Context: an optimization exercise on an open-source flow, tuned for small area. The choices shown serve that exercise and are no tape-out recipe. The RTL of this run was laid out without a check of its function. Power is estimated from default activity; no workload was simulated.

### flow/config.mk
export PLATFORM = sky130hd
export DESIGN_NAME = Act3_RPCalculator
export DESIGN_NICKNAME = Act3_RPCalculator
export VERILOG_FILES = /design/flow/design.v
export SDC_FILE = /design/flow/constraint.sdc
export NUM_CORES = 4
export LEC_CHECK = 0
export ABC_AREA = 1
export CAP_MARGIN = 20
export CORE_MARGIN = 2
export CORE_UTILIZATION = 55
export SLEW_MARGIN = 20
### flow/constraint.sdc
create_clock -name core_clock -period 7.0 [get_ports {clk}]
set_input_delay 1.4000 -clock core_clock [delete_from_list [all_inputs] [get_ports {clk}]]
set_output_delay 1.4000 -clock core_clock [all_outputs]
set_load 0.01 [all_outputs]
### flow/design.v
module rpn_debounce #(parameter DELAY = 10) (
        input  logic clk, rst, PB,
        output logic pressed_pulse,
        output logic pressed_status
    );
    localparam W = $clog2(DELAY + 4);
    localparam logic [W-1:0] S_PRESSED  = DELAY + 1;
    localparam logic [W-1:0] S_STABLE   = DELAY + 2;
    localparam logic [W-1:0] S_RELEASED = DELAY + 3;
    logic sync_aux, sync;
    logic [W-1:0] s;
    always_ff @(posedge clk) begin
        if (rst) begin
            sync_aux <= 1'b0;
            sync     <= 1'b0;
            s        <= '0;
        end else begin
            sync_aux <= PB;
            sync     <= sync_aux;
            if (s == S_STABLE)        s <= sync ? S_STABLE : S_RELEASED;
            else if (s == S_RELEASED) s <= '0;
            else                      s <= sync ? s + 1'b1 : '0;
        end
    end
    assign pressed_pulse  = (s == S_PRESSED);
    assign pressed_status = (s == S_STABLE);
endmodule
module rpn_fsm (
        input  logic clk, reset, enter_p, undo_p,
        output logic [7:0] st
    );
    logic [7:0] st_n;
    localparam WA = 0, LA = 1, WB = 2, LB = 3, WO = 4, LO = 5, LR = 6, SR = 7;
    always_comb begin
        st_n = '0;
        st_n[WA] = (st[WA] & ~enter_p) | (st[WB] & ~enter_p & undo_p) | (st[SR] & enter_p);
        st_n[LA] = st[WA] & enter_p;
        st_n[WB] = st[LA] | (st[WB] & ~enter_p & ~undo_p) | (st[WO] & ~enter_p & undo_p);
        st_n[LB] = st[WB] & enter_p;
        st_n[WO] = st[LB] | (st[WO] & ~enter_p & ~undo_p) | (st[SR] & ~enter_p & undo_p);
        st_n[LO] = st[WO] & enter_p;
        st_n[LR] = st[LO];
        st_n[SR] = st[LR] | (st[SR] & ~enter_p & ~undo_p);
    end
    always_ff @(posedge clk) begin
        if (reset) st <= 8'b0000_0001;
        else       st <= st_n;
    end
endmodule
module rpn_alu (
        input  logic clk, reset, ld_a, ld_b, ld_op, ld_res, show,
        input  logic [15:0] DataIn,
        output logic [3:0] Flags,
        output logic [15:0] disp
    );
    logic [15:0] A, B;
    logic [1:0]  Op;
    always_ff @(posedge clk) begin
        if (ld_a) A  <= DataIn;
        if (ld_b) B  <= DataIn;
        if (ld_op) Op <= DataIn[1:0];
    end
    logic [15:0] R, bx, s;
    logic [16:0] c;
    logic        sub;
    assign sub  = ~Op[1] & Op[0];
    assign bx   = B ^ {16{sub}};
    assign c[0] = sub;
    for (genvar i = 0; i < 16; i++) begin : g_add
        assign s[i]   = A[i] ^ bx[i] ^ c[i];
        assign c[i+1] = (A[i] & bx[i]) | (c[i] & (A[i] | bx[i]));
    end
    always_comb begin
        case (Op)
            2'd0, 2'd1: R = s;
            2'd2:       R = A | B;
            default:    R = A & B;
        endcase
    end
    logic cN, cZ, cC, cV;
    assign cN = R[15];
    assign cZ = (R == 16'd0);
    assign cC = ~Op[1] & c[16] & (~Op[0] | (B != 16'd0));
    assign cV = ~Op[1] & (c[16] ^ c[15]);
    always_ff @(posedge clk) begin
        if (reset)       Flags <= 4'd0;
        else if (ld_res) Flags <= {cN, cZ, cC, cV};
    end
    assign disp = show ? R : DataIn;
endmodule
module rpn_conv (
        input  logic clk, reset,
        input  logic [15:0] disp,
        output logic [18:0] bcd
    );
    logic [15:0] prev;
    always_ff @(posedge clk) begin
        if (reset) prev <= 16'd0;
        else       prev <= disp;
    end
    logic update;
    assign update = (prev != disp);
    logic [5:0] cnt;
    logic       t_wait, t_load;
    logic       cidle;
    assign cidle = (cnt == 6'd0);
    always_ff @(posedge clk) begin
        if (reset) begin
            t_wait <= 1'b0;
            t_load <= 1'b0;
            cnt    <= 6'd0;
        end else begin
            t_wait <= (~t_wait & update) | (t_wait & ~cidle);
            t_load <= t_wait & cidle;
            cnt    <= cnt + {5'd0, (~cidle | t_load)};
        end
    end
    logic [17:0] sh;
    logic        bit_in;
    logic [17:0] sh_a3;
    assign bit_in = cnt[5] & disp[~cnt[4:1]];
    function automatic logic [3:0] add3(input logic [3:0] d);
        add3 = (d >= 4'd5) ? d + 4'd3 : d;
    endfunction
    assign sh_a3 = {sh[17:16], add3(sh[15:12]), add3(sh[11:8]), add3(sh[7:4]), add3(sh[3:0])};
    always_ff @(posedge clk) begin
        if (cnt[5] & ~cnt[0]) sh <= sh_a3;
        else                  sh <= {sh[16:0], bit_in};
    end
    always_ff @(posedge clk) begin
        if (reset)             bcd <= 19'd0;
        else if (cnt == 6'd63) bcd <= {sh, disp[0]};
    end
endmodule
module rpn_disp (
        input  logic clk, reset, fmt,
        input  logic [15:0] disp,
        input  logic [18:0] bcd,
        output logic [6:0] Segments,
        output logic [4:0] Anodes
    );
    logic [2:0] sel;
    always_ff @(posedge clk) begin
        if (reset) sel <= 3'd0;
        else       sel <= sel + 3'd1;
    end
    logic [3:0] dig;
    always_comb begin
        case (sel)
            3'd0:    dig = fmt ? bcd[3:0]   : disp[3:0];
            3'd1:    dig = fmt ? bcd[7:4]   : disp[7:4];
            3'd2:    dig = fmt ? bcd[11:8]  : disp[11:8];
            3'd3:    dig = fmt ? bcd[15:12] : disp[15:12];
            3'd4:    dig = fmt ? {1'b0, bcd[18:16]} : 4'd0;
            default: dig = 4'd0;
        endcase
    end
    always_comb begin
        case (dig)
            4'h0: Segments = 7'b100_0000;
            4'h1: Segments = 7'b111_1001;
            4'h2: Segments = 7'b010_0100;
            4'h3: Segments = 7'b011_0000;
            4'h4: Segments = 7'b001_1001;
            4'h5: Segments = 7'b001_0010;
            4'h6: Segments = 7'b000_0010;
            4'h7: Segments = 7'b111_1000;
            4'h8: Segments = 7'b000_0000;
            4'h9: Segments = 7'b001_1000;
            4'ha: Segments = 7'b000_1000;
            4'hb: Segments = 7'b000_0011;
            4'hc: Segments = 7'b100_0110;
            4'hd: Segments = 7'b010_0001;
            4'he: Segments = 7'b000_0110;
            default: Segments = 7'b000_1110;
        endcase
    end
    always_comb begin
        case (sel)
            3'd0: Anodes = 5'b11110;
            3'd1: Anodes = 5'b11101;
            3'd2: Anodes = 5'b11011;
            3'd3: Anodes = 5'b10111;
            3'd4: Anodes = 5'b01111;
            default: Anodes = 5'b11111;
        endcase
    end
endmodule
module Act3_RPCalculator #(parameter N_debouncer = 10) (
        input  logic        clk, resetN,
        input  logic        Enter, Undo, DisplayFormat,
        input  logic [15:0] DataIn,
        output logic [3:0]  Flags,
        output logic [7:0]  CurrentState,
        output logic [6:0]  Segments,
        output logic [4:0]  Anodes
    );
    logic reset_aux, reset;
    always_ff @(posedge clk) begin
        reset_aux <= ~resetN;
        reset     <= reset_aux;
    end
    logic enter_p, undo_p, fmt;
    rpn_debounce #(N_debouncer) db_enter (.clk(clk), .rst(reset), .PB(Enter),
        .pressed_pulse(enter_p), .pressed_status());
    rpn_debounce #(N_debouncer) db_undo  (.clk(clk), .rst(reset), .PB(Undo),
        .pressed_pulse(undo_p), .pressed_status());
    rpn_debounce #(N_debouncer) db_fmt   (.clk(clk), .rst(reset), .PB(DisplayFormat),
        .pressed_pulse(), .pressed_status(fmt));
    logic [7:0] st;
    rpn_fsm fsm (.clk(clk), .reset(reset), .enter_p(enter_p), .undo_p(undo_p), .st(st));
    assign CurrentState = st;
    logic [15:0] disp;
    rpn_alu alu (.clk(clk), .reset(reset), .ld_a(st[1]), .ld_b(st[3]), .ld_op(st[5]),
        .ld_res(st[6]), .show(st[7]), .DataIn(DataIn), .Flags(Flags), .disp(disp));
    logic [18:0] bcd;
    rpn_conv conv (.clk(clk), .reset(reset), .disp(disp), .bcd(bcd));
    rpn_disp dsp (.clk(clk), .reset(reset), .fmt(fmt), .disp(disp), .bcd(bcd),
        .Segments(Segments), .Anodes(Anodes));
endmodule
### flow/run.sh
#!/bin/bash
# synth_recipe.tcl (not shown) runs the flow's synth.tcl, then flattens the netlist and writes it again
# the make line also repeats each setting of config.mk as NAME=value (left out here)
make -C /OpenROAD-flow-scripts/flow DESIGN_CONFIG=/design/flow/config.mk WORK_HOME=/design/flow/orfs CLKGATE_MAP_FILE= SYNTH_SCRIPT=/design/flow/synth_recipe.tcl finish
==> run notes <==
-- power groups by stage --
stage | registers, W | logic, W | clock network, W
global route | 0.000823 | 0.000336 | 0.000921
CTS | 0.000821 | 0.000278 | 0.000888
global placement | 0.000836 | 0.000263 | 0
finish | 0.000822 | 0.000299 | 0.000880
floorplan | 0.000830 | 0.000164 | 0
detailed placement | 0.000837 | 0.000269 | 0
-- placed cells by master (no fill, tap or decap), types with 3 or more instances in the layout --
| master | synthesis | routed |
|---|---|---|
| a21oi_1 | 48 | 47 |
| buf_4 | 7 | 43 |
| buf_6 | 2 | 13 |
| clkbuf_16 | 0 | 20 |
| clkdlybuf4s50_1 | 0 | 37 |
| clkinv_4 | 0 | 3 |
| dfxtp_1 | 78 | 78 |
| edfxtp_1 | 52 | 52 |
| fa_2 | 0 | 14 |
| ha_1 | 31 | 31 |
| inv_1 | 123 | 117 |
| inv_2 | 3 | 9 |
| inv_4 | 0 | 3 |
| nand2_1 | 201 | 182 |
| nand2_2 | 3 | 19 |
| nand2_4 | 1 | 4 |
| nand3_1 | 88 | 76 |
| nand3_2 | 3 | 13 |
| nand3b_1 | 9 | 9 |
| nand4_1 | 12 | 12 |
| nor2_1 | 95 | 94 |
| nor3_1 | 5 | 5 |
| nor4_1 | 4 | 4 |
| o21ai_0 | 50 | 50 |
| o22ai_1 | 3 | 3 |
| or2_2 | 21 | 20 |
| xnor2_1 | 9 | 9 |
| xor2_1 | 22 | 21 |
-- routing by layer --
metal / vias up / wire length [um]
met2: 197 / 9100
met5: - / 0
met3: 37 / 1250
met4: 0 / 469
li1: 3163 / -
met1: 3075 / 8340
-- metrics by stage --
| stage | hold WS (ns) | instances |
|---|---|---|
| after CTS | 0.328 | 1193 |
| after floorplan | 0.310 | 925 |
| after detailed placement | 0.314 | 1157 |
| final | 0.326 | 1197 |
| after global placement | 0.311 | 1157 |
| after global routing | 0.340 | 1197 |
-- critical path, delay by kind of cell, from the launching register on --
kind	cells	cell delay [ns]
xor gates and xnor gates	1	0.15
adders and majority gates	15	5.06
buffers and inverters	9	0.69
DFF	1	0.40
and+or+nand+nor	10	0.85
-- logic make-up after synthesis --
kind of cell    count (synthesis)  synth area share
simple gates                  448             0.272
buf+inv                       155            0.0859
flops                         130             0.427
compound gates                115            0.0840
fa+ha+maj                      46            0.0941
xor+xnor                       31            0.0371
-- worst min path at each step --
stage	slack, ns	startpoint	end	cells past startpoint
2_1_floorplan	0.31	reset_aux	reset	0
3_3_place_gp	0.31	reset_aux	reset	0
3_5_place_dp	0.31	reset_aux	reset	0
4_1_cts	0.33	reset_aux	reset	0
5_1_grt	0.34	reset_aux	reset	0
6_report	0.33	reset_aux	reset	0
-- cells in the mapped netlist, types with 3 or more instances --
master    instances
inv_2             3
nor3_1            5
o21ai_0          50
clkbuf_1         15
dfxtp_1          78
nand3_2           3
buf_2             4
fa_1             15
nand2_1         201
nand4_1          12
or2_2            21
ha_1             31
inv_1           123
nor2_1           95
nand3b_1          9
o22ai_1           3
xor2_1           22
buf_4             7
edfxtp_1         52
nand2_2           3
nand3_1          88
nor4_1            4
a21oi_1          48
xnor2_1           9
-- registers in the layout, summed over array words and instances (netlist names), 2 cells and up --
signal / cells
alu.B: 16
db_fmt.s: 4
alu.Op: 2
conv.cnt: 6
conv.prev: 16
conv.sh: 18
conv.bcd: 19
fsm.st: 8
alu.Flags: 4
db_undo.s: 4
alu.A: 16
db_enter.s: 4
dsp.sel: 3
-- cell type report --
type	instances	area [um2]
tap	176	220
clock inverter	8	61.3
fill	1076	4130
clock buffer	24	536
multi-input combinational	640	3750
inverter	126	473
sequential	130	3120
timing repair buffer	93	840
-- what timing repair did --
| item | 4_1_cts | 5_1_grt |
|---|---|---|
| resized for setup | 39 | 32 |
| endpoints found under the setup margin | 7 | 10 |
| pin swaps | 5 | 18 |
| hold endpoints to repair | 0 | 0 |
| setup buffers | 4 | 4 |
==> impl_metrics.env <==
export IMPL_initial_core_util=0.557
export IMPL_antenna_found_initial=0
export IMPL_wl_um=19200
export IMPL_outcome="failed layout checks"
export IMPL_avgSynthCellArea_um2=7.91
export IMPL_groute_layer_met1_usage=0.367
export IMPL_utilization=0.685
export IMPL_syn_area_um2=7310
export IMPL_yosysSeqAreaShare=0.427
export IMPL_drc=0
export IMPL_chipWidth_um=119
export IMPL_synthDominantCellAreaShare=0.213
export IMPL_finalNetCount=1075
export IMPL_clkPwrFrac=0.440
export IMPL_setup_tns_ns=-13.90
export IMPL_clk_pin_slew_ns=0.06
export IMPL_ys_async_sr_fraction=0
export IMPL_numCtsBuffers=17
export IMPL_overflow=0
export IMPL_pwr_share_comb=0.149
export IMPL_die_area_um2=14200
export IMPL_report_power_total_w=0.00200
export IMPL_syn_to_final_growth_pct=23.1
export IMPL_design_core_area_um2=13100
export IMPL_slowest_delay_ns=0.44
export IMPL_pre_cts_slack_ns=-1.88
export IMPL_io_pins=45
export IMPL_cts_root_buf="clkbuf_16"
export IMPL_peakVddDrop_uv=197
export IMPL_rrSetupSlack_ns=-0.20
export IMPL_vias_per_cell=5.41
export IMPL_ys_ff_latch=130
export IMPL_synth_top_cell_by_area="dfxtp_1"
export IMPL_insertion_delay_ns=0.42
export IMPL_h_tree_depth=4
export IMPL_drtPass1Iterations=12
export IMPL_critical_path_required_ns=5.60
export IMPL_vias=6472
export IMPL_cts_hold_buf=0
export IMPL_grt_met2_usage=0.454
export IMPL_wl_per_cell_um=16.0
export IMPL_grt_max_degree=47
export IMPL_post_route_period_util=1.28
export IMPL_startpoint="alu.Op[1]"
export IMPL_pwr_share_seq=0.411
export IMPL_portBuffers=44
export IMPL_syn_nets=992
export IMPL_rsz0062_at_grt="yes"
export IMPL_detail_route_antenna_nets=0
export IMPL_critPathLaunchType="register"
export IMPL_finalHoldViolCount=0
export IMPL_path_common_cell="fa_2"
export IMPL_clockBufferDepth=2
export IMPL_drive_gt1_frac=0.173
export IMPL_drv_cap=0
export IMPL_place_area_um2=8220
export IMPL_skew_ns=0.00923
export IMPL_hp_class="reg -> reg"
export IMPL_critical_path_class="reg -> out"
export IMPL_leakagePower_nw=4.03
export IMPL_arrival_ns=7.58
export IMPL_syn_instance_count=925
export IMPL_crit_end="Segments[2]"
export IMPL_cts_tree="built"
export IMPL_grt_pass1_vias=6325
export IMPL_reg2reg_depth=32
export IMPL_power_density_nw_per_um2=222
export IMPL_dp_hpwl_um=14000
export IMPL_yosys_top_cells_area="dfxtp_1 (21%), edfxtp_1 (21%), nand2_1 (10%), inv_1 (6.3%), nand3_1 (6.0%)"
export IMPL_period_needed_ns=8.98
export IMPL_met3_usage=0.0651
export IMPL_r2r_end="conv.t_wait"
export IMPL_rows=42
export IMPL_cp_max_fo=7
export IMPL_track_usage=0.280
export IMPL_drt_iter0_drc=475
export IMPL_maxSlewViolCount=0
export IMPL_switching_share=0.264
export IMPL_tightestPinTransition_ns=0.992
export IMPL_internal_power_w=0.00147
export IMPL_setup_viol=8
export IMPL_busiest_layer="met2"
export IMPL_clock_sinks=130
export IMPL_ys_flop_type="dfxtp_1"
export IMPL_synth_edff_count=52
export IMPL_design_area_um2=9000
export IMPL_so_faults="negative setup slack"
export IMPL_crit_path_top_delay_cell="fa_1"
export IMPL_grt_pass1_wl_um=31300
export IMPL_max_slew_margin=0.338
export IMPL_n_antenna_cell=0
export IMPL_fmax_mhz=111
export IMPL_switchingPower_w=0.000528
export IMPL_fin_ws_ns=-1.98
export IMPL_end_kind="primary output"
export IMPL_r2r_start="alu.Op[1]"
export IMPL_die_height_um=119
export IMPL_synth_cell_types=41
export IMPL_ys_warn_count=6
export IMPL_gp_congestion=0.903

## separate check: timing with driven ports
In the flow no input, the clock included, has a driving cell. The finished layout below was timed again as built, in two steps.
Step 1 (the two cells are an assumption about what drives the block):
set clk [get_ports {clk}]
set_driving_cell -lib_cell sky130_fd_sc_hd__clkbuf_16 $clk
set_driving_cell -lib_cell sky130_fd_sc_hd__buf_2 [delete_from_list [all_inputs] $clk]
Step 2 moves the port delays by t, midway between the first and last clock arrival at a register: inputs arrive t later, outputs are due t later. That takes back most of the time a late clock gives input paths.
a / b / c = ideal ports / drivers / drivers and shift; a / b = the first two.
shift t [ns]: 0.457
setup WS [ns]: -1.981 / -2.022 / -1.565
worst register clock-pin slew, ns: 0.06 / 0.06
worst data-port slew with drivers (ns): 0.05
The setup slack of this run moves by -0.041 ns with the drivers and by +0.416 ns with both steps.
